Context: an optimization exercise on an open-source flow, tuned for small area, a short achievable clock period and few clock cycles per item. The choices shown serve that exercise and are no tape-out recipe. The RTL was checked by simulation tests, not by an equivalence proof against the original design. Power is estimated from default activity; no workload was simulated.

File: config.mk
export PLATFORM = sky130hd
export DESIGN_NAME = lstm
export DESIGN_NICKNAME = lstm
export VERILOG_FILES = /design/flow/design.v
export SDC_FILE = /design/flow/constraint.sdc
export NUM_CORES = 4
export LEC_CHECK = 0
export ABC_CLOCK_PERIOD_IN_PS = 5000
export CAP_MARGIN = 20
export CORE_MARGIN = 2
export CORE_UTILIZATION = 45
export PLACE_DENSITY = 0.6
export SETUP_SLACK_MARGIN = 5
export SLEW_MARGIN = 20
File: constraint.sdc
create_clock -name core_clock -period 12.0 [get_ports {clock}]
set_input_delay 2.4000 -clock core_clock [delete_from_list [all_inputs] [get_ports {clock}]]
set_output_delay 2.4000 -clock core_clock [all_outputs]
set_load 0.01 [all_outputs]
File: design.v
module lstm (inputVec, trainingFlag, clock, reset, newSample, dataoutReady, outputVec);
    input  [35:0] inputVec;
    input         trainingFlag;
    input         clock;
    input         reset;
    input         newSample;
    output reg    dataoutReady;
    output [71:0] outputVec;
    localparam LAST = 6'd40;
    reg        busy;
    reg [5:0]  cnt;
    reg [17:0] x0, x1;
    wire       start = !busy && newSample;
    wire [5:0] cnt_n = reset ? 6'd0 : busy ? (cnt == LAST ? 6'd0 : cnt + 6'd1) : (newSample ? 6'd1 : 6'd0);
    wire [5:0] cnt_p = busy ? cnt + 6'd1 : 6'd1;
    reg [2:0] asel_n, bsel_n, esel_n;
    reg       psrc_n, ntanh_n;
    reg [4:0] waddr_n;
    reg [1:0] hidx_n;
    reg [1:0] kk_n;
    reg [7:0] en_n;    
    always @(*) begin
        asel_n = 3'd0; bsel_n = 3'd0; esel_n = 3'd0; psrc_n = 1'b0; ntanh_n = 1'b0;
        waddr_n = 5'd0; hidx_n = 2'd0;
        case (cnt_p)
            6'd1: begin asel_n = 3'd0; bsel_n = 3'd0; esel_n = 3'd1; psrc_n = 1'b0; ntanh_n = 1'b0; waddr_n = 5'd0; hidx_n = 2'd0; end   
            6'd2: begin asel_n = 3'd1; bsel_n = 3'd0; esel_n = 3'd0; psrc_n = 1'b0; ntanh_n = 1'b0; waddr_n = 5'd1; hidx_n = 2'd0; end   
            6'd3: begin asel_n = 3'd2; bsel_n = 3'd0; esel_n = 3'd0; psrc_n = 1'b0; ntanh_n = 1'b0; waddr_n = 5'd2; hidx_n = 2'd0; end   
            6'd4: begin asel_n = 3'd2; bsel_n = 3'd0; esel_n = 3'd0; psrc_n = 1'b0; ntanh_n = 1'b0; waddr_n = 5'd3; hidx_n = 2'd1; end   
            6'd5: begin asel_n = 3'd2; bsel_n = 3'd0; esel_n = 3'd0; psrc_n = 1'b0; ntanh_n = 1'b0; waddr_n = 5'd4; hidx_n = 2'd2; end   
            6'd6: begin asel_n = 3'd2; bsel_n = 3'd0; esel_n = 3'd0; psrc_n = 1'b0; ntanh_n = 1'b0; waddr_n = 5'd5; hidx_n = 2'd3; end   
            6'd7: begin asel_n = 3'd0; bsel_n = 3'd0; esel_n = 3'd1; psrc_n = 1'b0; ntanh_n = 1'b0; waddr_n = 5'd8; hidx_n = 2'd0; end   
            6'd8: begin asel_n = 3'd1; bsel_n = 3'd0; esel_n = 3'd0; psrc_n = 1'b0; ntanh_n = 1'b0; waddr_n = 5'd9; hidx_n = 2'd0; end   
            6'd9: begin asel_n = 3'd3; bsel_n = 3'd1; esel_n = 3'd2; psrc_n = 1'b0; ntanh_n = 1'b1; waddr_n = 5'd0; hidx_n = 2'd0; end   
            6'd10: begin asel_n = 3'd2; bsel_n = 3'd0; esel_n = 3'd0; psrc_n = 1'b0; ntanh_n = 1'b0; waddr_n = 5'd10; hidx_n = 2'd0; end   
            6'd11: begin asel_n = 3'd3; bsel_n = 3'd2; esel_n = 3'd3; psrc_n = 1'b0; ntanh_n = 1'b1; waddr_n = 5'd0; hidx_n = 2'd0; end   
            6'd12: begin asel_n = 3'd2; bsel_n = 3'd0; esel_n = 3'd0; psrc_n = 1'b0; ntanh_n = 1'b0; waddr_n = 5'd11; hidx_n = 2'd1; end   
            6'd13: begin asel_n = 3'd2; bsel_n = 3'd0; esel_n = 3'd0; psrc_n = 1'b0; ntanh_n = 1'b0; waddr_n = 5'd12; hidx_n = 2'd2; end   
            6'd14: begin asel_n = 3'd2; bsel_n = 3'd0; esel_n = 3'd0; psrc_n = 1'b0; ntanh_n = 1'b0; waddr_n = 5'd13; hidx_n = 2'd3; end   
            6'd15: begin asel_n = 3'd0; bsel_n = 3'd0; esel_n = 3'd1; psrc_n = 1'b0; ntanh_n = 1'b0; waddr_n = 5'd16; hidx_n = 2'd0; end   
            6'd16: begin asel_n = 3'd1; bsel_n = 3'd0; esel_n = 3'd0; psrc_n = 1'b0; ntanh_n = 1'b0; waddr_n = 5'd17; hidx_n = 2'd0; end   
            6'd17: begin asel_n = 3'd3; bsel_n = 3'd1; esel_n = 3'd2; psrc_n = 1'b0; ntanh_n = 1'b0; waddr_n = 5'd0; hidx_n = 2'd0; end   
            6'd18: begin asel_n = 3'd2; bsel_n = 3'd0; esel_n = 3'd0; psrc_n = 1'b0; ntanh_n = 1'b0; waddr_n = 5'd18; hidx_n = 2'd0; end   
            6'd19: begin asel_n = 3'd3; bsel_n = 3'd2; esel_n = 3'd3; psrc_n = 1'b0; ntanh_n = 1'b0; waddr_n = 5'd0; hidx_n = 2'd0; end   
            6'd20: begin asel_n = 3'd2; bsel_n = 3'd0; esel_n = 3'd0; psrc_n = 1'b0; ntanh_n = 1'b0; waddr_n = 5'd19; hidx_n = 2'd1; end   
            6'd21: begin asel_n = 3'd5; bsel_n = 3'd3; esel_n = 3'd0; psrc_n = 1'b0; ntanh_n = 1'b0; waddr_n = 5'd0; hidx_n = 2'd0; end   
            6'd22: begin asel_n = 3'd2; bsel_n = 3'd0; esel_n = 3'd0; psrc_n = 1'b0; ntanh_n = 1'b0; waddr_n = 5'd20; hidx_n = 2'd2; end   
            6'd23: begin asel_n = 3'd2; bsel_n = 3'd0; esel_n = 3'd0; psrc_n = 1'b0; ntanh_n = 1'b0; waddr_n = 5'd21; hidx_n = 2'd3; end   
            6'd24: begin asel_n = 3'd0; bsel_n = 3'd0; esel_n = 3'd1; psrc_n = 1'b0; ntanh_n = 1'b0; waddr_n = 5'd24; hidx_n = 2'd0; end   
            6'd25: begin asel_n = 3'd1; bsel_n = 3'd0; esel_n = 3'd0; psrc_n = 1'b0; ntanh_n = 1'b0; waddr_n = 5'd25; hidx_n = 2'd0; end   
            6'd26: begin asel_n = 3'd3; bsel_n = 3'd1; esel_n = 3'd2; psrc_n = 1'b0; ntanh_n = 1'b0; waddr_n = 5'd0; hidx_n = 2'd0; end   
            6'd27: begin asel_n = 3'd2; bsel_n = 3'd0; esel_n = 3'd0; psrc_n = 1'b0; ntanh_n = 1'b0; waddr_n = 5'd26; hidx_n = 2'd0; end   
            6'd28: begin asel_n = 3'd3; bsel_n = 3'd2; esel_n = 3'd3; psrc_n = 1'b0; ntanh_n = 1'b0; waddr_n = 5'd0; hidx_n = 2'd0; end   
            6'd29: begin asel_n = 3'd2; bsel_n = 3'd0; esel_n = 3'd0; psrc_n = 1'b0; ntanh_n = 1'b0; waddr_n = 5'd27; hidx_n = 2'd1; end   
            6'd30: begin asel_n = 3'd4; bsel_n = 3'd4; esel_n = 3'd4; psrc_n = 1'b0; ntanh_n = 1'b0; waddr_n = 5'd0; hidx_n = 2'd0; end   
            6'd31: begin asel_n = 3'd2; bsel_n = 3'd0; esel_n = 3'd0; psrc_n = 1'b0; ntanh_n = 1'b0; waddr_n = 5'd28; hidx_n = 2'd2; end   
            6'd32: begin asel_n = 3'd2; bsel_n = 3'd0; esel_n = 3'd0; psrc_n = 1'b0; ntanh_n = 1'b0; waddr_n = 5'd29; hidx_n = 2'd3; end   
            6'd33: begin asel_n = 3'd4; bsel_n = 3'd1; esel_n = 3'd2; psrc_n = 1'b1; ntanh_n = 1'b1; waddr_n = 5'd0; hidx_n = 2'd0; end   
            6'd35: begin asel_n = 3'd3; bsel_n = 3'd1; esel_n = 3'd2; psrc_n = 1'b0; ntanh_n = 1'b0; waddr_n = 5'd0; hidx_n = 2'd0; end   
            6'd36: begin asel_n = 3'd4; bsel_n = 3'd2; esel_n = 3'd3; psrc_n = 1'b1; ntanh_n = 1'b1; waddr_n = 5'd0; hidx_n = 2'd0; end   
            6'd37: begin asel_n = 3'd3; bsel_n = 3'd2; esel_n = 3'd3; psrc_n = 1'b0; ntanh_n = 1'b0; waddr_n = 5'd0; hidx_n = 2'd0; end   
            6'd39: begin asel_n = 3'd6; bsel_n = 3'd4; esel_n = 3'd0; psrc_n = 1'b0; ntanh_n = 1'b0; waddr_n = 5'd0; hidx_n = 2'd0; end   
            default: ;
        endcase
    end
    always @(*) begin
        kk_n = 2'd0; en_n = 8'd0;
        case (cnt_p)
            6'd2: begin kk_n = 2'd0; en_n = 8'b00000001; end   
            6'd3: begin kk_n = 2'd1; en_n = 8'b00000001; end   
            6'd4: begin kk_n = 2'd2; en_n = 8'b00000001; end   
            6'd5: begin kk_n = 2'd1; en_n = 8'b00000001; end   
            6'd6: begin kk_n = 2'd1; en_n = 8'b00000001; end   
            6'd7: begin kk_n = 2'd1; en_n = 8'b00000011; end   
            6'd8: begin kk_n = 2'd0; en_n = 8'b00000001; end   
            6'd9: begin kk_n = 2'd1; en_n = 8'b00000001; end   
            6'd10: begin kk_n = 2'd0; en_n = 8'b00000100; end   
            6'd11: begin kk_n = 2'd2; en_n = 8'b00000001; end   
            6'd12: begin kk_n = 2'd0; en_n = 8'b00001000; end   
            6'd13: begin kk_n = 2'd1; en_n = 8'b00000001; end   
            6'd14: begin kk_n = 2'd1; en_n = 8'b00000001; end   
            6'd15: begin kk_n = 2'd1; en_n = 8'b00000011; end   
            6'd16: begin kk_n = 2'd0; en_n = 8'b00000001; end   
            6'd17: begin kk_n = 2'd1; en_n = 8'b00000001; end   
            6'd18: begin kk_n = 2'd0; en_n = 8'b00000100; end   
            6'd19: begin kk_n = 2'd2; en_n = 8'b00000001; end   
            6'd20: begin kk_n = 2'd0; en_n = 8'b00010000; end   
            6'd21: begin kk_n = 2'd1; en_n = 8'b00000001; end   
            6'd22: begin kk_n = 2'd0; en_n = 8'b00001000; end   
            6'd23: begin kk_n = 2'd1; en_n = 8'b00000001; end   
            6'd24: begin kk_n = 2'd1; en_n = 8'b00000011; end   
            6'd25: begin kk_n = 2'd0; en_n = 8'b00000001; end   
            6'd26: begin kk_n = 2'd1; en_n = 8'b00000001; end   
            6'd27: begin kk_n = 2'd0; en_n = 8'b00000100; end   
            6'd28: begin kk_n = 2'd2; en_n = 8'b00000001; end   
            6'd29: begin kk_n = 2'd0; en_n = 8'b00010000; end   
            6'd30: begin kk_n = 2'd1; en_n = 8'b00000001; end   
            6'd31: begin kk_n = 2'd0; en_n = 8'b01000000; end   
            6'd32: begin kk_n = 2'd1; en_n = 8'b00000001; end   
            6'd33: begin kk_n = 2'd1; en_n = 8'b00000011; end   
            6'd34: begin kk_n = 2'd0; en_n = 8'b00000100; end   
            6'd36: begin kk_n = 2'd0; en_n = 8'b00000100; end   
            6'd37: begin kk_n = 2'd0; en_n = 8'b00010000; end   
            6'd38: begin kk_n = 2'd0; en_n = 8'b00100000; end   
            6'd40: begin kk_n = 2'd0; en_n = 8'b10000000; end   
            default: ;
        endcase
    end
    reg [2:0] asel, bsel, esel;
    reg       psrc, ntanh;
    reg [4:0] waddr;
    reg [1:0] hidx;
    reg [1:0] kk;
    reg [7:0] en;
    always @(posedge clock) begin
        x0 <= inputVec[17:0];
        x1 <= inputVec[35:18];
        asel <= asel_n; bsel <= bsel_n; esel <= esel_n; psrc <= psrc_n; ntanh <= ntanh_n;
        waddr <= waddr_n; hidx <= hidx_n; kk <= kk_n;
        en <= reset ? 8'd0 : en_n;
        cnt <= cnt_n;
        if (reset) begin
            busy <= 1'b0;
            dataoutReady <= 1'b0;
        end else begin
            dataoutReady <= busy && cnt == LAST;
            if (busy) busy <= cnt != LAST;
            else busy <= newSample;
        end
    end
    wire [12:0] h_q [0:3];
    wire [12:0] hb = h_q[hidx];
    wire [71:0] wrow_n, brow;
    reg  [51:0] wq;
    weightRAM ROM (.addr(waddr_n), .baddr({waddr[4:3], 3'd6}), .word(wrow_n), .bias(brow));
    always @(posedge clock)
        wq <= {wrow_n[66:54], wrow_n[48:36], wrow_n[30:18], wrow_n[12:0]};
    genvar r;
    generate
        for (r = 0; r < 4; r = r + 1) begin : U
            gate LANE (.clock(clock), .reset(reset),
                       .x0(x0), .x1(x1), .hb(hb),
                       .w(wq[13*r +: 13]), .bias(brow[18*r +: 18]),
                       .asel(asel), .bsel(bsel), .esel(esel), .psrc(psrc), .ntanh(ntanh),
                       .kk(kk), .en(en), .h(h_q[r]));
            assign outputVec[18*r +: 18] = {{5{h_q[r][12]}}, h_q[r]};
        end
    endgenerate
endmodule
module gate (clock, reset, x0, x1, hb, w, bias,
             asel, bsel, esel, psrc, ntanh, kk, en, h);
    input             clock, reset;
    input      [17:0] x0, x1;
    input      [12:0] hb;
    input      [12:0] w;
    input      [17:0] bias;
    input      [2:0]  asel, bsel, esel;
    input             psrc, ntanh;
    input      [1:0]  kk;
    input      [7:0]  en;
    output reg [12:0] h;
    localparam A_X0 = 3'd0, A_X1 = 3'd1, A_HB = 3'd2, A_GV = 3'd3, A_C = 3'd4, A_Q = 3'd5, A_O = 3'd6;
    localparam B_W = 3'd0, B_P2 = 3'd1, B_T = 3'd2, B_ZR = 3'd3, B_Q = 3'd4;
    localparam E_ZERO = 3'd0, E_BIAS = 3'd1, E_P1 = 3'd2, E_P0 = 3'd3, E_ZR = 3'd4;
    reg  [28:0] R;
    reg  [17:0] gv, c;
    reg  [12:0] T, zr, q, o;
    wire [2:0] gsi_n, gti_n, cti_n;
    reg  [2:0] gsi, gti, cti;
    wire [17:0] sp2, sp1, sp0, tp2, tp1, tp0, cp2, cp1, cp0;
    sigmoid SG (.operand(gv), .idx(gsi_n), .sel(gsi), .p2(sp2), .p1(sp1), .p0(sp0));
    tanh    TG (.operand(gv), .idx(gti_n), .sel(gti), .p2(tp2), .p1(tp1), .p0(tp0));
    tanh    TC (.operand(c),  .idx(cti_n), .sel(cti), .p2(cp2), .p1(cp1), .p0(cp0));
    always @(posedge clock) begin
        gsi <= gsi_n;
        gti <= gti_n;
        cti <= cti_n;
    end
    wire [17:0] p2 = psrc ? cp2 : ntanh ? tp2 : sp2;
    wire [17:0] p1 = psrc ? cp1 : ntanh ? tp1 : sp1;
    wire [17:0] p0 = psrc ? cp0 : ntanh ? tp0 : sp0;
    reg [17:0] A;
    reg [12:0] B;
    reg [17:0] E;
    always @(*) begin
        case (asel)
            A_X0:    A = x0;
            A_X1:    A = x1;
            A_HB:    A = {{5{hb[12]}}, hb};
            A_GV:    A = gv;
            A_C:     A = c;
            A_Q:     A = {{5{q[12]}}, q};
            default: A = {{5{o[12]}}, o};
        endcase
        case (bsel)
            B_W:     B = w;
            B_P2:    B = p2[12:0];
            B_T:     B = T;
            B_ZR:    B = zr;
            default: B = q;
        endcase
        case (esel)
            E_BIAS:  E = bias;
            E_P1:    E = p1;
            E_P0:    E = p0;
            E_ZR:    E = {{5{zr[12]}}, zr};
            default: E = 18'd0;
        endcase
    end
    wire [28:0] s_n, c_n;
    dot_prod CSA (.a(A), .b(B), .e(E), .s(s_n), .c(c_n));
    reg  [28:0] S, C;
    always @(posedge clock) begin
        S <= s_n;
        C <= c_n;
    end
    wire [28:0] K = kk == 2'd1 ? R : kk == 2'd2 ? {R[28:11], 11'd0} : 29'd0;
    wire [28:0] Y = S + C + K;
    always @(posedge clock) begin
        if (en[0]) R  <= Y;
        if (en[1]) gv <= Y[28:11];
        if (en[2]) T  <= Y[23:11];
        if (en[3]) zr <= Y[23:11];
        if (en[4]) q  <= Y[23:11];
        if (en[5]) o  <= Y[23:11];
        if (reset) begin
            c <= 18'd0;
            h <= 13'd0;
        end else begin
            if (en[6]) c <= Y[28:11];
            if (en[7]) h <= Y[23:11];
        end
    end
endmodule
module dot_prod (a, b, e, s, c);
    input  [17:0] a;
    input  [12:0] b;
    input  [17:0] e;
    output [28:0] s, c;
    wire neg0 = b[1];
    wire one0 = b[0] ^ 1'b0;
    wire two0 = (b[1] & ~b[0] & ~1'b0) | (~b[1] & b[0] & 1'b0);
    wire pp0_0 = ((one0 & a[0])) ^ neg0;
    wire pp0_1 = ((one0 & a[1]) | (two0 & a[0])) ^ neg0;
    wire pp0_2 = ((one0 & a[2]) | (two0 & a[1])) ^ neg0;
    wire pp0_3 = ((one0 & a[3]) | (two0 & a[2])) ^ neg0;
    wire pp0_4 = ((one0 & a[4]) | (two0 & a[3])) ^ neg0;
    wire pp0_5 = ((one0 & a[5]) | (two0 & a[4])) ^ neg0;
    wire pp0_6 = ((one0 & a[6]) | (two0 & a[5])) ^ neg0;
    wire pp0_7 = ((one0 & a[7]) | (two0 & a[6])) ^ neg0;
    wire pp0_8 = ((one0 & a[8]) | (two0 & a[7])) ^ neg0;
    wire pp0_9 = ((one0 & a[9]) | (two0 & a[8])) ^ neg0;
    wire pp0_10 = ((one0 & a[10]) | (two0 & a[9])) ^ neg0;
    wire pp0_11 = ((one0 & a[11]) | (two0 & a[10])) ^ neg0;
    wire pp0_12 = ((one0 & a[12]) | (two0 & a[11])) ^ neg0;
    wire pp0_13 = ((one0 & a[13]) | (two0 & a[12])) ^ neg0;
    wire pp0_14 = ((one0 & a[14]) | (two0 & a[13])) ^ neg0;
    wire pp0_15 = ((one0 & a[15]) | (two0 & a[14])) ^ neg0;
    wire pp0_16 = ((one0 & a[16]) | (two0 & a[15])) ^ neg0;
    wire pp0_17 = ((one0 & a[17]) | (two0 & a[16])) ^ neg0;
    wire pp0_18 = ~(((one0 & a[17]) | (two0 & a[17])) ^ neg0);
    wire neg1 = b[3];
    wire one1 = b[2] ^ b[1];
    wire two1 = (b[3] & ~b[2] & ~b[1]) | (~b[3] & b[2] & b[1]);
    wire pp1_0 = ((one1 & a[0])) ^ neg1;
    wire pp1_1 = ((one1 & a[1]) | (two1 & a[0])) ^ neg1;
    wire pp1_2 = ((one1 & a[2]) | (two1 & a[1])) ^ neg1;
    wire pp1_3 = ((one1 & a[3]) | (two1 & a[2])) ^ neg1;
    wire pp1_4 = ((one1 & a[4]) | (two1 & a[3])) ^ neg1;
    wire pp1_5 = ((one1 & a[5]) | (two1 & a[4])) ^ neg1;
    wire pp1_6 = ((one1 & a[6]) | (two1 & a[5])) ^ neg1;
    wire pp1_7 = ((one1 & a[7]) | (two1 & a[6])) ^ neg1;
    wire pp1_8 = ((one1 & a[8]) | (two1 & a[7])) ^ neg1;
    wire pp1_9 = ((one1 & a[9]) | (two1 & a[8])) ^ neg1;
    wire pp1_10 = ((one1 & a[10]) | (two1 & a[9])) ^ neg1;
    wire pp1_11 = ((one1 & a[11]) | (two1 & a[10])) ^ neg1;
    wire pp1_12 = ((one1 & a[12]) | (two1 & a[11])) ^ neg1;
    wire pp1_13 = ((one1 & a[13]) | (two1 & a[12])) ^ neg1;
    wire pp1_14 = ((one1 & a[14]) | (two1 & a[13])) ^ neg1;
    wire pp1_15 = ((one1 & a[15]) | (two1 & a[14])) ^ neg1;
    wire pp1_16 = ((one1 & a[16]) | (two1 & a[15])) ^ neg1;
    wire pp1_17 = ((one1 & a[17]) | (two1 & a[16])) ^ neg1;
    wire pp1_18 = ~(((one1 & a[17]) | (two1 & a[17])) ^ neg1);
    wire neg2 = b[5];
    wire one2 = b[4] ^ b[3];
    wire two2 = (b[5] & ~b[4] & ~b[3]) | (~b[5] & b[4] & b[3]);
    wire pp2_0 = ((one2 & a[0])) ^ neg2;
    wire pp2_1 = ((one2 & a[1]) | (two2 & a[0])) ^ neg2;
    wire pp2_2 = ((one2 & a[2]) | (two2 & a[1])) ^ neg2;
    wire pp2_3 = ((one2 & a[3]) | (two2 & a[2])) ^ neg2;
    wire pp2_4 = ((one2 & a[4]) | (two2 & a[3])) ^ neg2;
    wire pp2_5 = ((one2 & a[5]) | (two2 & a[4])) ^ neg2;
    wire pp2_6 = ((one2 & a[6]) | (two2 & a[5])) ^ neg2;
    wire pp2_7 = ((one2 & a[7]) | (two2 & a[6])) ^ neg2;
    wire pp2_8 = ((one2 & a[8]) | (two2 & a[7])) ^ neg2;
    wire pp2_9 = ((one2 & a[9]) | (two2 & a[8])) ^ neg2;
    wire pp2_10 = ((one2 & a[10]) | (two2 & a[9])) ^ neg2;
    wire pp2_11 = ((one2 & a[11]) | (two2 & a[10])) ^ neg2;
    wire pp2_12 = ((one2 & a[12]) | (two2 & a[11])) ^ neg2;
    wire pp2_13 = ((one2 & a[13]) | (two2 & a[12])) ^ neg2;
    wire pp2_14 = ((one2 & a[14]) | (two2 & a[13])) ^ neg2;
    wire pp2_15 = ((one2 & a[15]) | (two2 & a[14])) ^ neg2;
    wire pp2_16 = ((one2 & a[16]) | (two2 & a[15])) ^ neg2;
    wire pp2_17 = ((one2 & a[17]) | (two2 & a[16])) ^ neg2;
    wire pp2_18 = ~(((one2 & a[17]) | (two2 & a[17])) ^ neg2);
    wire neg3 = b[7];
    wire one3 = b[6] ^ b[5];
    wire two3 = (b[7] & ~b[6] & ~b[5]) | (~b[7] & b[6] & b[5]);
    wire pp3_0 = ((one3 & a[0])) ^ neg3;
    wire pp3_1 = ((one3 & a[1]) | (two3 & a[0])) ^ neg3;
    wire pp3_2 = ((one3 & a[2]) | (two3 & a[1])) ^ neg3;
    wire pp3_3 = ((one3 & a[3]) | (two3 & a[2])) ^ neg3;
    wire pp3_4 = ((one3 & a[4]) | (two3 & a[3])) ^ neg3;
    wire pp3_5 = ((one3 & a[5]) | (two3 & a[4])) ^ neg3;
    wire pp3_6 = ((one3 & a[6]) | (two3 & a[5])) ^ neg3;
    wire pp3_7 = ((one3 & a[7]) | (two3 & a[6])) ^ neg3;
    wire pp3_8 = ((one3 & a[8]) | (two3 & a[7])) ^ neg3;
    wire pp3_9 = ((one3 & a[9]) | (two3 & a[8])) ^ neg3;
    wire pp3_10 = ((one3 & a[10]) | (two3 & a[9])) ^ neg3;
    wire pp3_11 = ((one3 & a[11]) | (two3 & a[10])) ^ neg3;
    wire pp3_12 = ((one3 & a[12]) | (two3 & a[11])) ^ neg3;
    wire pp3_13 = ((one3 & a[13]) | (two3 & a[12])) ^ neg3;
    wire pp3_14 = ((one3 & a[14]) | (two3 & a[13])) ^ neg3;
    wire pp3_15 = ((one3 & a[15]) | (two3 & a[14])) ^ neg3;
    wire pp3_16 = ((one3 & a[16]) | (two3 & a[15])) ^ neg3;
    wire pp3_17 = ((one3 & a[17]) | (two3 & a[16])) ^ neg3;
    wire pp3_18 = ~(((one3 & a[17]) | (two3 & a[17])) ^ neg3);
    wire neg4 = b[9];
    wire one4 = b[8] ^ b[7];
    wire two4 = (b[9] & ~b[8] & ~b[7]) | (~b[9] & b[8] & b[7]);
    wire pp4_0 = ((one4 & a[0])) ^ neg4;
    wire pp4_1 = ((one4 & a[1]) | (two4 & a[0])) ^ neg4;
    wire pp4_2 = ((one4 & a[2]) | (two4 & a[1])) ^ neg4;
    wire pp4_3 = ((one4 & a[3]) | (two4 & a[2])) ^ neg4;
    wire pp4_4 = ((one4 & a[4]) | (two4 & a[3])) ^ neg4;
    wire pp4_5 = ((one4 & a[5]) | (two4 & a[4])) ^ neg4;
    wire pp4_6 = ((one4 & a[6]) | (two4 & a[5])) ^ neg4;
    wire pp4_7 = ((one4 & a[7]) | (two4 & a[6])) ^ neg4;
    wire pp4_8 = ((one4 & a[8]) | (two4 & a[7])) ^ neg4;
    wire pp4_9 = ((one4 & a[9]) | (two4 & a[8])) ^ neg4;
    wire pp4_10 = ((one4 & a[10]) | (two4 & a[9])) ^ neg4;
    wire pp4_11 = ((one4 & a[11]) | (two4 & a[10])) ^ neg4;
    wire pp4_12 = ((one4 & a[12]) | (two4 & a[11])) ^ neg4;
    wire pp4_13 = ((one4 & a[13]) | (two4 & a[12])) ^ neg4;
    wire pp4_14 = ((one4 & a[14]) | (two4 & a[13])) ^ neg4;
    wire pp4_15 = ((one4 & a[15]) | (two4 & a[14])) ^ neg4;
    wire pp4_16 = ((one4 & a[16]) | (two4 & a[15])) ^ neg4;
    wire pp4_17 = ((one4 & a[17]) | (two4 & a[16])) ^ neg4;
    wire pp4_18 = ~(((one4 & a[17]) | (two4 & a[17])) ^ neg4);
    wire neg5 = b[11];
    wire one5 = b[10] ^ b[9];
    wire two5 = (b[11] & ~b[10] & ~b[9]) | (~b[11] & b[10] & b[9]);
    wire pp5_0 = ((one5 & a[0])) ^ neg5;
    wire pp5_1 = ((one5 & a[1]) | (two5 & a[0])) ^ neg5;
    wire pp5_2 = ((one5 & a[2]) | (two5 & a[1])) ^ neg5;
    wire pp5_3 = ((one5 & a[3]) | (two5 & a[2])) ^ neg5;
    wire pp5_4 = ((one5 & a[4]) | (two5 & a[3])) ^ neg5;
    wire pp5_5 = ((one5 & a[5]) | (two5 & a[4])) ^ neg5;
    wire pp5_6 = ((one5 & a[6]) | (two5 & a[5])) ^ neg5;
    wire pp5_7 = ((one5 & a[7]) | (two5 & a[6])) ^ neg5;
    wire pp5_8 = ((one5 & a[8]) | (two5 & a[7])) ^ neg5;
    wire pp5_9 = ((one5 & a[9]) | (two5 & a[8])) ^ neg5;
    wire pp5_10 = ((one5 & a[10]) | (two5 & a[9])) ^ neg5;
    wire pp5_11 = ((one5 & a[11]) | (two5 & a[10])) ^ neg5;
    wire pp5_12 = ((one5 & a[12]) | (two5 & a[11])) ^ neg5;
    wire pp5_13 = ((one5 & a[13]) | (two5 & a[12])) ^ neg5;
    wire pp5_14 = ((one5 & a[14]) | (two5 & a[13])) ^ neg5;
    wire pp5_15 = ((one5 & a[15]) | (two5 & a[14])) ^ neg5;
    wire pp5_16 = ((one5 & a[16]) | (two5 & a[15])) ^ neg5;
    wire pp5_17 = ((one5 & a[17]) | (two5 & a[16])) ^ neg5;
    wire pp5_18 = ~(((one5 & a[17]) | (two5 & a[17])) ^ neg5);
    wire neg6 = b[12];
    wire one6 = b[12] ^ b[11];
    wire two6 = (b[12] & ~b[12] & ~b[11]) | (~b[12] & b[12] & b[11]);
    wire pp6_0 = ((one6 & a[0])) ^ neg6;
    wire pp6_1 = ((one6 & a[1]) | (two6 & a[0])) ^ neg6;
    wire pp6_2 = ((one6 & a[2]) | (two6 & a[1])) ^ neg6;
    wire pp6_3 = ((one6 & a[3]) | (two6 & a[2])) ^ neg6;
    wire pp6_4 = ((one6 & a[4]) | (two6 & a[3])) ^ neg6;
    wire pp6_5 = ((one6 & a[5]) | (two6 & a[4])) ^ neg6;
    wire pp6_6 = ((one6 & a[6]) | (two6 & a[5])) ^ neg6;
    wire pp6_7 = ((one6 & a[7]) | (two6 & a[6])) ^ neg6;
    wire pp6_8 = ((one6 & a[8]) | (two6 & a[7])) ^ neg6;
    wire pp6_9 = ((one6 & a[9]) | (two6 & a[8])) ^ neg6;
    wire pp6_10 = ((one6 & a[10]) | (two6 & a[9])) ^ neg6;
    wire pp6_11 = ((one6 & a[11]) | (two6 & a[10])) ^ neg6;
    wire pp6_12 = ((one6 & a[12]) | (two6 & a[11])) ^ neg6;
    wire pp6_13 = ((one6 & a[13]) | (two6 & a[12])) ^ neg6;
    wire pp6_14 = ((one6 & a[14]) | (two6 & a[13])) ^ neg6;
    wire pp6_15 = ((one6 & a[15]) | (two6 & a[14])) ^ neg6;
    wire pp6_16 = ((one6 & a[16]) | (two6 & a[15])) ^ neg6;
    wire fs0 = pp0_10 ^ pp1_8;
    wire fc0 = pp0_10 & pp1_8;
    wire fs1 = pp0_11 ^ pp1_9 ^ pp2_7;
    wire fc1 = (pp0_11 & pp1_9) | (pp2_7 & (pp0_11 ^ pp1_9));
    wire fs2 = pp0_12 ^ pp1_10 ^ pp2_8;
    wire fc2 = (pp0_12 & pp1_10) | (pp2_8 & (pp0_12 ^ pp1_10));
    wire fs3 = pp3_6 ^ pp4_4 ^ pp5_2;
    wire fc3 = (pp3_6 & pp4_4) | (pp5_2 & (pp3_6 ^ pp4_4));
    wire fs4 = pp0_13 ^ pp1_11 ^ pp2_9;
    wire fc4 = (pp0_13 & pp1_11) | (pp2_9 & (pp0_13 ^ pp1_11));
    wire fs5 = pp3_7 ^ pp4_5 ^ pp5_3;
    wire fc5 = (pp3_7 & pp4_5) | (pp5_3 & (pp3_7 ^ pp4_5));
    wire fs6 = pp0_14 ^ pp1_12 ^ pp2_10;
    wire fc6 = (pp0_14 & pp1_12) | (pp2_10 & (pp0_14 ^ pp1_12));
    wire fs7 = pp3_8 ^ pp4_6 ^ pp5_4;
    wire fc7 = (pp3_8 & pp4_6) | (pp5_4 & (pp3_8 ^ pp4_6));
    wire fs8 = pp0_15 ^ pp1_13 ^ pp2_11;
    wire fc8 = (pp0_15 & pp1_13) | (pp2_11 & (pp0_15 ^ pp1_13));
    wire fs9 = pp3_9 ^ pp4_7 ^ pp5_5;
    wire fc9 = (pp3_9 & pp4_7) | (pp5_5 & (pp3_9 ^ pp4_7));
    wire fs10 = pp0_16 ^ pp1_14 ^ pp2_12;
    wire fc10 = (pp0_16 & pp1_14) | (pp2_12 & (pp0_16 ^ pp1_14));
    wire fs11 = pp3_10 ^ pp4_8 ^ pp5_6;
    wire fc11 = (pp3_10 & pp4_8) | (pp5_6 & (pp3_10 ^ pp4_8));
    wire fs12 = pp0_17 ^ pp1_15 ^ pp2_13;
    wire fc12 = (pp0_17 & pp1_15) | (pp2_13 & (pp0_17 ^ pp1_15));
    wire fs13 = pp3_11 ^ pp4_9 ^ pp5_7;
    wire fc13 = (pp3_11 & pp4_9) | (pp5_7 & (pp3_11 ^ pp4_9));
    wire fs14 = pp0_18 ^ pp1_16 ^ pp2_14;
    wire fc14 = (pp0_18 & pp1_16) | (pp2_14 & (pp0_18 ^ pp1_16));
    wire fs15 = pp3_12 ^ pp4_10 ^ pp5_8;
    wire fc15 = (pp3_12 & pp4_10) | (pp5_8 & (pp3_12 ^ pp4_10));
    wire fs16 = pp6_6 ^ e[7];
    wire fc16 = pp6_6 & e[7];
    wire fs17 = pp1_17 ^ pp2_15 ^ pp3_13;
    wire fc17 = (pp1_17 & pp2_15) | (pp3_13 & (pp1_17 ^ pp2_15));
    wire fs18 = pp4_11 ^ pp5_9 ^ pp6_7;
    wire fc18 = (pp4_11 & pp5_9) | (pp6_7 & (pp4_11 ^ pp5_9));
    wire fs19 = e[8] ^ 1'b1;
    wire fc19 = e[8] & 1'b1;
    wire fs20 = pp1_18 ^ pp2_16 ^ pp3_14;
    wire fc20 = (pp1_18 & pp2_16) | (pp3_14 & (pp1_18 ^ pp2_16));
    wire fs21 = pp4_12 ^ pp5_10 ^ pp6_8;
    wire fc21 = (pp4_12 & pp5_10) | (pp6_8 & (pp4_12 ^ pp5_10));
    wire fs22 = pp2_17 ^ pp3_15 ^ pp4_13;
    wire fc22 = (pp2_17 & pp3_15) | (pp4_13 & (pp2_17 ^ pp3_15));
    wire fs23 = pp5_11 ^ pp6_9;
    wire fc23 = pp5_11 & pp6_9;
    wire fs24 = pp2_18 ^ pp3_16 ^ pp4_14;
    wire fc24 = (pp2_18 & pp3_16) | (pp4_14 & (pp2_18 ^ pp3_16));
    wire fs25 = pp3_17 ^ pp4_15;
    wire fc25 = pp3_17 & pp4_15;
    wire fs26 = pp0_6 ^ pp1_4;
    wire fc26 = pp0_6 & pp1_4;
    wire fs27 = pp0_7 ^ pp1_5;
    wire fc27 = pp0_7 & pp1_5;
    wire fs28 = pp0_8 ^ pp1_6 ^ pp2_4;
    wire fc28 = (pp0_8 & pp1_6) | (pp2_4 & (pp0_8 ^ pp1_6));
    wire fs29 = pp3_2 ^ pp4_0;
    wire fc29 = pp3_2 & pp4_0;
    wire fs30 = pp0_9 ^ pp1_7 ^ pp2_5;
    wire fc30 = (pp0_9 & pp1_7) | (pp2_5 & (pp0_9 ^ pp1_7));
    wire fs31 = pp3_3 ^ pp4_1;
    wire fc31 = pp3_3 & pp4_1;
    wire fs32 = pp2_6 ^ pp3_4 ^ pp4_2;
    wire fc32 = (pp2_6 & pp3_4) | (pp4_2 & (pp2_6 ^ pp3_4));
    wire fs33 = pp5_0 ^ neg5 ^ fs0;
    wire fc33 = (pp5_0 & neg5) | (fs0 & (pp5_0 ^ neg5));
    wire fs34 = pp3_5 ^ pp4_3 ^ pp5_1;
    wire fc34 = (pp3_5 & pp4_3) | (pp5_1 & (pp3_5 ^ pp4_3));
    wire fs35 = e[0] ^ fs1 ^ fc0;
    wire fc35 = (e[0] & fs1) | (fc0 & (e[0] ^ fs1));
    wire fs36 = pp6_0 ^ neg6 ^ e[1];
    wire fc36 = (pp6_0 & neg6) | (e[1] & (pp6_0 ^ neg6));
    wire fs37 = fs2 ^ fs3 ^ fc1;
    wire fc37 = (fs2 & fs3) | (fc1 & (fs2 ^ fs3));
    wire fs38 = pp6_1 ^ e[2] ^ fs4;
    wire fc38 = (pp6_1 & e[2]) | (fs4 & (pp6_1 ^ e[2]));
    wire fs39 = fs5 ^ fc2 ^ fc3;
    wire fc39 = (fs5 & fc2) | (fc3 & (fs5 ^ fc2));
    wire fs40 = pp6_2 ^ e[3] ^ fs6;
    wire fc40 = (pp6_2 & e[3]) | (fs6 & (pp6_2 ^ e[3]));
    wire fs41 = fs7 ^ fc4 ^ fc5;
    wire fc41 = (fs7 & fc4) | (fc5 & (fs7 ^ fc4));
    wire fs42 = pp6_3 ^ e[4] ^ fs8;
    wire fc42 = (pp6_3 & e[4]) | (fs8 & (pp6_3 ^ e[4]));
    wire fs43 = fs9 ^ fc6 ^ fc7;
    wire fc43 = (fs9 & fc6) | (fc7 & (fs9 ^ fc6));
    wire fs44 = pp6_4 ^ e[5] ^ fs10;
    wire fc44 = (pp6_4 & e[5]) | (fs10 & (pp6_4 ^ e[5]));
    wire fs45 = fs11 ^ fc8 ^ fc9;
    wire fc45 = (fs11 & fc8) | (fc9 & (fs11 ^ fc8));
    wire fs46 = pp6_5 ^ e[6] ^ fs12;
    wire fc46 = (pp6_5 & e[6]) | (fs12 & (pp6_5 ^ e[6]));
    wire fs47 = fs13 ^ fc10 ^ fc11;
    wire fc47 = (fs13 & fc10) | (fc11 & (fs13 ^ fc10));
    wire fs48 = 1'b1 ^ fs14 ^ fs15;
    wire fc48 = (1'b1 & fs14) | (fs15 & (1'b1 ^ fs14));
    wire fs49 = fs16 ^ fc12 ^ fc13;
    wire fc49 = (fs16 & fc12) | (fc13 & (fs16 ^ fc12));
    wire fs50 = fs17 ^ fs18 ^ fs19;
    wire fc50 = (fs17 & fs18) | (fs19 & (fs17 ^ fs18));
    wire fs51 = fc14 ^ fc15 ^ fc16;
    wire fc51 = (fc14 & fc15) | (fc16 & (fc14 ^ fc15));
    wire fs52 = e[9] ^ fs20 ^ fs21;
    wire fc52 = (e[9] & fs20) | (fs21 & (e[9] ^ fs20));
    wire fs53 = fc17 ^ fc18 ^ fc19;
    wire fc53 = (fc17 & fc18) | (fc19 & (fc17 ^ fc18));
    wire fs54 = e[10] ^ 1'b1 ^ fs22;
    wire fc54 = (e[10] & 1'b1) | (fs22 & (e[10] ^ 1'b1));
    wire fs55 = fs23 ^ fc20 ^ fc21;
    wire fc55 = (fs23 & fc20) | (fc21 & (fs23 ^ fc20));
    wire fs56 = pp5_12 ^ pp6_10 ^ e[11];
    wire fc56 = (pp5_12 & pp6_10) | (e[11] & (pp5_12 ^ pp6_10));
    wire fs57 = fs24 ^ fc22 ^ fc23;
    wire fc57 = (fs24 & fc22) | (fc23 & (fs24 ^ fc22));
    wire fs58 = pp5_13 ^ pp6_11 ^ e[12];
    wire fc58 = (pp5_13 & pp6_11) | (e[12] & (pp5_13 ^ pp6_11));
    wire fs59 = 1'b1 ^ fs25 ^ fc24;
    wire fc59 = (1'b1 & fs25) | (fc24 & (1'b1 ^ fs25));
    wire fs60 = pp3_18 ^ pp4_16 ^ pp5_14;
    wire fc60 = (pp3_18 & pp4_16) | (pp5_14 & (pp3_18 ^ pp4_16));
    wire fs61 = pp6_12 ^ e[13] ^ fc25;
    wire fc61 = (pp6_12 & e[13]) | (fc25 & (pp6_12 ^ e[13]));
    wire fs62 = pp4_17 ^ pp5_15 ^ pp6_13;
    wire fc62 = (pp4_17 & pp5_15) | (pp6_13 & (pp4_17 ^ pp5_15));
    wire fs63 = e[14] ^ 1'b1;
    wire fc63 = e[14] & 1'b1;
    wire fs64 = pp4_18 ^ pp5_16 ^ pp6_14;
    wire fc64 = (pp4_18 & pp5_16) | (pp6_14 & (pp4_18 ^ pp5_16));
    wire fs65 = pp5_17 ^ pp6_15;
    wire fc65 = pp5_17 & pp6_15;
    wire fs66 = pp0_4 ^ pp1_2;
    wire fc66 = pp0_4 & pp1_2;
    wire fs67 = pp0_5 ^ pp1_3;
    wire fc67 = pp0_5 & pp1_3;
    wire fs68 = pp2_2 ^ pp3_0 ^ neg3;
    wire fc68 = (pp2_2 & pp3_0) | (neg3 & (pp2_2 ^ pp3_0));
    wire fs69 = pp2_3 ^ pp3_1 ^ fs27;
    wire fc69 = (pp2_3 & pp3_1) | (fs27 & (pp2_3 ^ pp3_1));
    wire fs70 = neg4 ^ fs28 ^ fs29;
    wire fc70 = (neg4 & fs28) | (fs29 & (neg4 ^ fs28));
    wire fs71 = fs30 ^ fs31 ^ fc28;
    wire fc71 = (fs30 & fs31) | (fc28 & (fs30 ^ fs31));
    wire fs72 = fs32 ^ fs33 ^ fc30;
    wire fc72 = (fs32 & fs33) | (fc30 & (fs32 ^ fs33));
    wire fs73 = fs34 ^ fs35 ^ fc32;
    wire fc73 = (fs34 & fs35) | (fc32 & (fs34 ^ fs35));
    wire fs74 = fs36 ^ fs37 ^ fc34;
    wire fc74 = (fs36 & fs37) | (fc34 & (fs36 ^ fs37));
    wire fs75 = fs38 ^ fs39 ^ fc36;
    wire fc75 = (fs38 & fs39) | (fc36 & (fs38 ^ fs39));
    wire fs76 = fs40 ^ fs41 ^ fc38;
    wire fc76 = (fs40 & fs41) | (fc38 & (fs40 ^ fs41));
    wire fs77 = fs42 ^ fs43 ^ fc40;
    wire fc77 = (fs42 & fs43) | (fc40 & (fs42 ^ fs43));
    wire fs78 = fs44 ^ fs45 ^ fc42;
    wire fc78 = (fs44 & fs45) | (fc42 & (fs44 ^ fs45));
    wire fs79 = fs46 ^ fs47 ^ fc44;
    wire fc79 = (fs46 & fs47) | (fc44 & (fs46 ^ fs47));
    wire fs80 = fs48 ^ fs49 ^ fc46;
    wire fc80 = (fs48 & fs49) | (fc46 & (fs48 ^ fs49));
    wire fs81 = fs50 ^ fs51 ^ fc48;
    wire fc81 = (fs50 & fs51) | (fc48 & (fs50 ^ fs51));
    wire fs82 = fs52 ^ fs53 ^ fc50;
    wire fc82 = (fs52 & fs53) | (fc50 & (fs52 ^ fs53));
    wire fs83 = fs54 ^ fs55 ^ fc52;
    wire fc83 = (fs54 & fs55) | (fc52 & (fs54 ^ fs55));
    wire fs84 = fs56 ^ fs57 ^ fc54;
    wire fc84 = (fs56 & fs57) | (fc54 & (fs56 ^ fs57));
    wire fs85 = fs58 ^ fs59 ^ fc56;
    wire fc85 = (fs58 & fs59) | (fc56 & (fs58 ^ fs59));
    wire fs86 = fs60 ^ fs61 ^ fc58;
    wire fc86 = (fs60 & fs61) | (fc58 & (fs60 ^ fs61));
    wire fs87 = fs62 ^ fs63 ^ fc60;
    wire fc87 = (fs62 & fs63) | (fc60 & (fs62 ^ fs63));
    wire fs88 = e[15] ^ fs64 ^ fc62;
    wire fc88 = (e[15] & fs64) | (fc62 & (e[15] ^ fs64));
    wire fs89 = e[16] ^ 1'b1 ^ fs65;
    wire fc89 = (e[16] & 1'b1) | (fs65 & (e[16] ^ 1'b1));
    wire fs90 = pp5_18 ^ pp6_16 ^ e[17];
    wire fc90 = (pp5_18 & pp6_16) | (e[17] & (pp5_18 ^ pp6_16));
    wire fs91 = pp0_2 ^ pp1_0;
    wire fc91 = pp0_2 & pp1_0;
    wire fs92 = pp0_3 ^ pp1_1;
    wire fc92 = pp0_3 & pp1_1;
    wire fs93 = pp2_0 ^ neg2 ^ fs66;
    wire fc93 = (pp2_0 & neg2) | (fs66 & (pp2_0 ^ neg2));
    wire fs94 = pp2_1 ^ fs67 ^ fc66;
    wire fc94 = (pp2_1 & fs67) | (fc66 & (pp2_1 ^ fs67));
    wire fs95 = fs26 ^ fs68 ^ fc67;
    wire fc95 = (fs26 & fs68) | (fc67 & (fs26 ^ fs68));
    wire fs96 = fc26 ^ fs69 ^ fc68;
    wire fc96 = (fc26 & fs69) | (fc68 & (fc26 ^ fs69));
    wire fs97 = fc27 ^ fs70 ^ fc69;
    wire fc97 = (fc27 & fs70) | (fc69 & (fc27 ^ fs70));
    wire fs98 = fc29 ^ fs71 ^ fc70;
    wire fc98 = (fc29 & fs71) | (fc70 & (fc29 ^ fs71));
    wire fs99 = fc31 ^ fs72 ^ fc71;
    wire fc99 = (fc31 & fs72) | (fc71 & (fc31 ^ fs72));
    wire fs100 = fc33 ^ fs73 ^ fc72;
    wire fc100 = (fc33 & fs73) | (fc72 & (fc33 ^ fs73));
    wire fs101 = fc35 ^ fs74 ^ fc73;
    wire fc101 = (fc35 & fs74) | (fc73 & (fc35 ^ fs74));
    wire fs102 = fc37 ^ fs75 ^ fc74;
    wire fc102 = (fc37 & fs75) | (fc74 & (fc37 ^ fs75));
    wire fs103 = fc39 ^ fs76 ^ fc75;
    wire fc103 = (fc39 & fs76) | (fc75 & (fc39 ^ fs76));
    wire fs104 = fc41 ^ fs77 ^ fc76;
    wire fc104 = (fc41 & fs77) | (fc76 & (fc41 ^ fs77));
    wire fs105 = fc43 ^ fs78 ^ fc77;
    wire fc105 = (fc43 & fs78) | (fc77 & (fc43 ^ fs78));
    wire fs106 = fc45 ^ fs79 ^ fc78;
    wire fc106 = (fc45 & fs79) | (fc78 & (fc45 ^ fs79));
    wire fs107 = fc47 ^ fs80 ^ fc79;
    wire fc107 = (fc47 & fs80) | (fc79 & (fc47 ^ fs80));
    wire fs108 = fc49 ^ fs81 ^ fc80;
    wire fc108 = (fc49 & fs81) | (fc80 & (fc49 ^ fs81));
    wire fs109 = fc51 ^ fs82 ^ fc81;
    wire fc109 = (fc51 & fs82) | (fc81 & (fc51 ^ fs82));
    wire fs110 = fc53 ^ fs83 ^ fc82;
    wire fc110 = (fc53 & fs83) | (fc82 & (fc53 ^ fs83));
    wire fs111 = fc55 ^ fs84 ^ fc83;
    wire fc111 = (fc55 & fs84) | (fc83 & (fc55 ^ fs84));
    wire fs112 = fc57 ^ fs85 ^ fc84;
    wire fc112 = (fc57 & fs85) | (fc84 & (fc57 ^ fs85));
    wire fs113 = fc59 ^ fs86 ^ fc85;
    wire fc113 = (fc59 & fs86) | (fc85 & (fc59 ^ fs86));
    wire fs114 = fc61 ^ fs87 ^ fc86;
    wire fc114 = (fc61 & fs87) | (fc86 & (fc61 ^ fs87));
    wire fs115 = fc63 ^ fs88 ^ fc87;
    wire fc115 = (fc63 & fs88) | (fc87 & (fc63 ^ fs88));
    wire fs116 = fc64 ^ fs89 ^ fc88;
    wire fc116 = (fc64 & fs89) | (fc88 & (fc64 ^ fs89));
    wire fs117 = fc65 ^ fs90 ^ fc89;
    wire fc117 = (fc65 & fs90) | (fc89 & (fc65 ^ fs90));
    assign s[0] = pp0_0;
    assign c[0] = neg0;
    assign s[1] = pp0_1;
    assign c[1] = 1'b0;
    assign s[2] = neg1;
    assign c[2] = fs91;
    assign s[3] = fs92;
    assign c[3] = fc91;
    assign s[4] = fs93;
    assign c[4] = fc92;
    assign s[5] = fs94;
    assign c[5] = fc93;
    assign s[6] = fs95;
    assign c[6] = fc94;
    assign s[7] = fs96;
    assign c[7] = fc95;
    assign s[8] = fs97;
    assign c[8] = fc96;
    assign s[9] = fs98;
    assign c[9] = fc97;
    assign s[10] = fs99;
    assign c[10] = fc98;
    assign s[11] = fs100;
    assign c[11] = fc99;
    assign s[12] = fs101;
    assign c[12] = fc100;
    assign s[13] = fs102;
    assign c[13] = fc101;
    assign s[14] = fs103;
    assign c[14] = fc102;
    assign s[15] = fs104;
    assign c[15] = fc103;
    assign s[16] = fs105;
    assign c[16] = fc104;
    assign s[17] = fs106;
    assign c[17] = fc105;
    assign s[18] = fs107;
    assign c[18] = fc106;
    assign s[19] = fs108;
    assign c[19] = fc107;
    assign s[20] = fs109;
    assign c[20] = fc108;
    assign s[21] = fs110;
    assign c[21] = fc109;
    assign s[22] = fs111;
    assign c[22] = fc110;
    assign s[23] = fs112;
    assign c[23] = fc111;
    assign s[24] = fs113;
    assign c[24] = fc112;
    assign s[25] = fs114;
    assign c[25] = fc113;
    assign s[26] = fs115;
    assign c[26] = fc114;
    assign s[27] = fs116;
    assign c[27] = fc115;
    assign s[28] = fs117;
    assign c[28] = fc116;
endmodule
module weightRAM (addr, baddr, word, bias);
    input  [4:0]  addr, baddr;
    output [71:0] word, bias;
    reg [71:0] ROM_matrix [0:31];
    initial begin
        $readmemh("weights.hex", ROM_matrix);
    end
    assign word = ROM_matrix[addr];
    assign bias = ROM_matrix[baddr];
endmodule
module sigmoid (operand, idx, sel, p2, p1, p0);
    input  signed [17:0] operand;
    output [2:0] idx;
    input  [2:0] sel;
    output reg signed [17:0] p2, p1, p0;
    assign idx = operand < -18'sd12288 ? 3'd0 :
                 operand < -18'sd6144 ? 3'd1 :
                 operand < 18'sd0 ? 3'd2 :
                 operand < 18'sd6144 ? 3'd3 :
                 operand < 18'sd12288 ? 3'd4 :
                 3'd5;
    always @(*) begin
        case (sel)
            3'd0: begin p2 = 18'sd0; p1 = 18'sd0; p0 = 18'sd0; end
            3'd1: begin p2 = 18'sd13; p1 = 18'sd147; p0 = 18'sd416; end
            3'd2: begin p2 = 18'sd83; p1 = 18'sd558; p0 = 18'sd1028; end
            3'd3: begin p2 = -18'sd83; p1 = 18'sd558; p0 = 18'sd1020; end
            3'd4: begin p2 = -18'sd13; p1 = 18'sd147; p0 = 18'sd1632; end
            default: begin p2 = 18'sd0; p1 = 18'sd0; p0 = 18'sd2048; end
        endcase
    end
endmodule
module tanh (operand, idx, sel, p2, p1, p0);
    input  signed [17:0] operand;
    output [2:0] idx;
    input  [2:0] sel;
    output reg signed [17:0] p2, p1, p0;
    assign idx = operand < -18'sd6144 ? 3'd0 :
                 operand < -18'sd2048 ? 3'd1 :
                 operand < 18'sd0 ? 3'd2 :
                 operand < 18'sd2048 ? 3'd3 :
                 operand < 18'sd6144 ? 3'd4 :
                 3'd5;
    always @(*) begin
        case (sel)
            3'd0: begin p2 = 18'sd0; p1 = 18'sd0; p0 = -18'sd2048; end
            3'd1: begin p2 = 18'sd184; p1 = 18'sd953; p0 = -18'sd815; end
            3'd2: begin p2 = 18'sd647; p1 = 18'sd2220; p0 = 18'sd6; end
            3'd3: begin p2 = -18'sd649; p1 = 18'sd2223; p0 = -18'sd7; end
            3'd4: begin p2 = -18'sd185; p1 = 18'sd953; p0 = 18'sd817; end
            default: begin p2 = 18'sd0; p1 = 18'sd0; p0 = 18'sd2048; end
        endcase
    end
endmodule
File: weights.hex
001b7ff4ffeac40132
006080396ffb6bfda1
005d7fc8400203fd1e
ff548049100e1bfeb5
000d7fd8500d840451
00f90012000c1ffbfd
ffb7bfea3ffad80010
000000000000000000
ffebfffffff64bfbc6
febdbfff60077ffae8
fea8ffa96004b402b3
ff59003d0ff4980527
004a404f8ff07fff1d
ff5c003c7015bffc39
0078ffefaffe3000fe
000000000000000000
fecb3ffcf0104402e8
ff7f80284ff1cbfe3f
ffa9ffd81014fc0369
ff26c02d2005e003f2
feabbff5aff4a3fb32
00ca00020ff8cbfcef
0207c085f01dd00832
000000000000000000
0069ffb81fed4bfabc
feadffd67002f7fbc9
00aec0563ff7e8006a
fee10047b008e7fc79
ffef8026601233fac0
ff70403540050c044a
0035c00b20047fff81
000000000000000000
File: run.sh
#!/bin/bash
# synth_recipe.tcl (not shown) runs the flow's synth.tcl, then flattens the netlist and writes it again
# the make line also repeats each setting of config.mk as NAME=value (left out here)
make -C /OpenROAD-flow-scripts/flow DESIGN_CONFIG=/design/flow/config.mk WORK_HOME=/design/flow/orfs CLKGATE_MAP_FILE= SYNTH_SCRIPT=/design/flow/synth_recipe.tcl finish
==> results.txt <==
[cells in the mapped netlist, drive strengths merged (33+ instances only)]
cell	n	area [sq um]
a31oi	124	782
ha	226	2830
xnor2	168	1540
a22oi	97	733
dfxtp	520	10400
mux2i	207	2100
fa	488	9770
nand3	134	693
a311oi	37	324
maj3	48	480
xor2	50	453
o21a	36	270
nand2	679	2580
inv	845	3180
nor3	104	521
nor3b	33	253
a21o	70	526
o221ai	153	1350
nand2b	77	482
o21ai	624	3130
nor2	483	1840
edfxtp	396	11900
a221oi	121	1070
buf	294	1560
a21oi	717	3620
o211ai	85	638
o22a	52	455
clkbuf	431	1620
and2	80	500
o22ai	334	2160
a211oi	88	661
[registers in the layout (all words and copies together), names as in the netlist, 72 cells and up]
signal,cells
U.LANE.c,72
U.LANE.R,116
U.LANE.C,112
U.LANE.S,116
U.LANE.gv,72
[layer usage]
layer	GRT usage [%]	part of all wire, %	vias to the layer above
li1	-	-	29295
met3	6.83	11	640
met4	13.5	4.2	10
met2	49.3	43	3990
met1	47.5	42	32587
met5	0	0.026	-
[critical path: cells and delay by family (launching register included)]
family                   cells  cell delay, ns
AND/OR/NAND/NOR              1            0.67
flip-flops                   1            0.57
buffers and inverters        6            2.08
adder cells (fa/ha/maj)      4            2.12
AO/OA/AOI/OAI                6            1.23
[final cells by class]
class / instances / area (sq um)
fill: 15229 / 81200
multi-input combinational: 5838 / 44800
sequential: 916 / 22300
inverter: 847 / 3200
clock buffer: 150 / 3030
timing repair buffer: 340 / 2840
tap: 2160 / 2700
clock inverter: 54 / 652
antenna: 14 / 35.0
[cells by family (layout without fill, tap and decap cells)]
family	Yosys count	in the layout	share of synthesized area [%]
AOI/OAI and AO/OA	2833	2833	25.2
DFF	916	916	30.6
muxes	244	244	3.66
and+or+nand+nor	1781	1781	11.2
adders and majority gates	762	762	17.9
xor gates and xnor gates	218	218	2.73
buffers and inverters	1572	1391	8.72
other	0	14	0
[how the worst max path moves through the flow]
stage,start,end,depth (start not counted)
finish,ntanh,U[3].LANE.S[19],17
global route,bsel[0],U[0].LANE.S[15],19
CTS,bsel[0],U[0].LANE.S[15],21
detailed placement,bsel[0],U[2].LANE.S[13],20
global placement,bsel[0],U[2].LANE.S[14],18
floorplan,bsel[1],U[3].LANE.S[13],19
[power groups by stage]
stage,registers (mW),clock network [mW],logic [mW]
finish,4.96,3.47,9.25
CTS,4.97,3.52,9.12
detailed placement,5.03,0,9.04
global placement,5.03,0,8.86
global route,5.00,3.64,10.2
floorplan,4.97,0,5.80
[metrics by stage]
step / cell area, sq um / util (%) / hold slack (ns) / instances / power [mW]
floorplan: 73000 / - / 0.445 / 8326 / 10.8
global placement: 75700 / 47.1 / 0.461 / 10096 / 13.9
detailed placement: 75800 / 47.1 / 0.462 / 10098 / 14.1
CTS: 79400 / 49.4 / 0.479 / 10302 / 17.6
global route: 79500 / 49.5 / 0.492 / 10305 / 18.9
finish: 79600 / 49.5 / 0.477 / 10319 / 17.7
==> results.txt <==
Outcome:
- The flow ran to the end and the layout has no timing, DRC or antenna violations.

Min path:
- The startpoint of the tightest hold check path is U[3].LANE.c[7].
- The worst hold path belongs to the class register to register.
- The hold path depth is 2.
- The worst hold path terminates at U[3].LANE.c[7].

STA:
- The setup clock skew after layout is 0.0508 ns.
- The final worst-path setup slack is 5.09 ns.
- The top achievable clock speed is between 100 and 150 MHz.
- The count of pins over their slew limit is 0.
- Setup total negative slack on the finished layout was measured at 0 ns.
- The setup-violating endpoint count in the final report is 0.
- For the pin with the worst max-slew slack, the measured transition is between 1 and 1.5 ns.
- Headroom to the max-slew limit came out at 8.99%.
- The hold violation count in the final report is 0.
- The shortest clock period the worst path allows after layout is 6.91 ns.
- The worst path uses ~58% of the clock period.
- Setup repair after global routing could not meet its margin everywhere.

Power:
- The clock network power share is about a fifth.
- In this run the power spent charging and discharging nets is 7.87 mW.
- Net switching is 44.5% of the power.
- In this run, flip-flops and latches consume 28.0% of the power.
- The maximum ir drop on the vdd rail is about 260 uV.
- The reported leakage power is slightly above 30 nW.
- Combinational logic burns between 50% and 60% of the power.
- In this run the power density over the cells is 222 mW/mm^2.
- The cell-internal power is 9.81 mW.

Floorplan:
- The number of rows created at floorplan is 147.
- The die is about 410 um wide.
- The core box area is 0.161 sq mm.
- The starting density of the core is between 40% and 50%.
- Pin placement for this block handled approximately 110 I/O pins.
- The die outline area is 0.165 sq mm.
- The die is between 400 and 500 um tall.

Clocking:
- The clock-pin slew of the registers on the worst-case setup and hold paths is 0.06 ns.
- The post-cts repair resize count is 1.
- The post-CTS setup buffer count is 0.
- The hold-fix buffer count after cts is 0.
- The number of sinks driven by the clock tree is 916.
- The TritonCTS buffer count is 107.
- Clock latency on the worst-skew pair, taken at its later pin, is 0.79 ns.
- TritonCTS built the clock tree.
- The depth of the CTS H-tree is 3.
- The tree is rooted in a sky130_fd_sc_hd__clkbuf_16.
- In this run the deepest clock path goes through 3 buffers.

Logic synthesis:
- Counting flops and latches in the post-synthesis netlist gives approximately 900.
- The area of the mapped netlist is 0.0730 sq mm.
- The number of nets in the synthesized netlist is 9080.
- The average cell area after synthesis is 8.76 sq um.
- Counting flops with a built-in enable in the synthesized netlist gives 396.
- After synthesis, flip-flops and latches occupy 30.6% of the total area.
- After synthesis, the share of flip-flops with an asynchronous set or reset is 0%.
- Yosys mapped the design onto 117 distinct sky130hd cell types.
- The synthesis warning total is 5.
- For this run, the leading register cell type out of synthesis is sky130_fd_sc_hd__dfxtp_1.
- The gate count of the mapped netlist is 8326.

Layout:
- The area growth from synthesis to layout is 9.05%.
- The number of nets at the end of the flow is 8804.
- The commonest non-fill, non-tap cell in the layout is sky130_fd_sc_hd__inv_1.
- Leaving out fill and tap cells, the most frequent cells in the layout are sky130_fd_sc_hd__inv_1 (827), sky130_fd_sc_hd__a21oi_1 (706), sky130_fd_sc_hd__nand2_1 (669), sky130_fd_sc_hd__o21ai_0 (585), sky130_fd_sc_hd__dfxtp_1 (507).
- The share of cells above drive strength 1 is under 10%.

Setup path:
- Of all nets on the critical path, the largest fanout is 55.
- The slowest stage of the critical path is the sky130_fd_sc_hd__nand2_1 cell.
- The arrival time of the worst setup path is around 7.5 ns.
- STA classifies the critical path endpoint as a register.
- The beginning of the worst register-to-register path is ntanh.
- The cell occurring most often along the worst timing path is sky130_fd_sc_hd__fa_1.
- The worst stage delay on the critical path is ~0.67 ns.
- For flop-to-flop paths, the worst setup slack is 5.09 ns.
- The startpoint type of the worst setup path is a register.
- Data on the critical path is required at its endpoint by 12.63 ns.
- Traced cell by cell, the critical path runs through buf_4 -> inv_1 -> buf_4 -> a311oi_1 -> o311a_1 -> o31ai_4 -> buf_4 -> inv_2 -> nand2_1 -> o22ai_1 -> o21ai_0 -> o21ai_1 -> fa_1 -> fa_1 -> fa_1 -> inv_1 -> fa_1.
- The worst register-to-register path ends at U[3].LANE.S[19].
- The critical path in this run is classified as register to register.
- The number of cells on the worst reg-to-reg path is 17.

Routing:
- The remaining number of nets flagged by the antenna check after routing is 0.
- The remaining design rule violation count is 0.
- The detailed-routing iteration count for the pre-antenna-repair pass is 9.
- The number of DRC markers after the initial detailed-route iteration is ~9000.
- The count of vias placed by the detailed router is 66522.
- The total length of routed wires is 281000 um.
- In the final routed layout, each cell accounts on average for about 27 um.
- The via density per instance is 6.45.

Placed design:
- Before CTS, the worst setup slack after placement is 4.94 ns.
- The half-perimeter wire length after placement is 199000 um.
- Routability-driven placement finished with a final weighted congestion of 0.992.
- Input and output buffers added on the ports amount to 111.

Global route:
- After global routing the overflow that remains totals 0.
- The total track usage is 33.4%.
- Entering global routing, the biggest net connects between 70 and 80 pins.
- The number of global-route vias before repair came to between 60000 and 70000.
- The first global-routing pass estimated 415000 um of wire.
- The initial antenna violation count is 20.

Job:
- Max-cap violations in this run came to 0.
Testbench counts, summed over its fixed seeds: cycles 13,128, items 320.

==> static timing again, ports no longer ideal <==
How much do the figures lean on ideal ports? The routed layout below was timed once more, with nothing changed but the port constraints.
Step 1 assumes that a clkbuf_16 drives the clock port and a buf_2 every other input.
Step 2 adds t to the input delays and takes it off the output delays; t is the mean of the earliest and latest rising clock arrival at the registers after step 1. Input paths then give back, and output paths get back, about the clock's delay inside the block.
a / b / c = ideal ports / drivers / drivers and shift; a / b = the first two.
t (ns): 0.853
setup WS [ns]: 5.094 / 5.094 / 5.094
hold WS [ns]: 0.477 / 0.477 / 0.477
slew at the worst register clock pin (ns): 0.07 / 0.07
After both steps setup and hold are still met in this run. For this run, drivers alone change the setup slack by 0.000 ns; drivers and shift together by 0.000 ns.
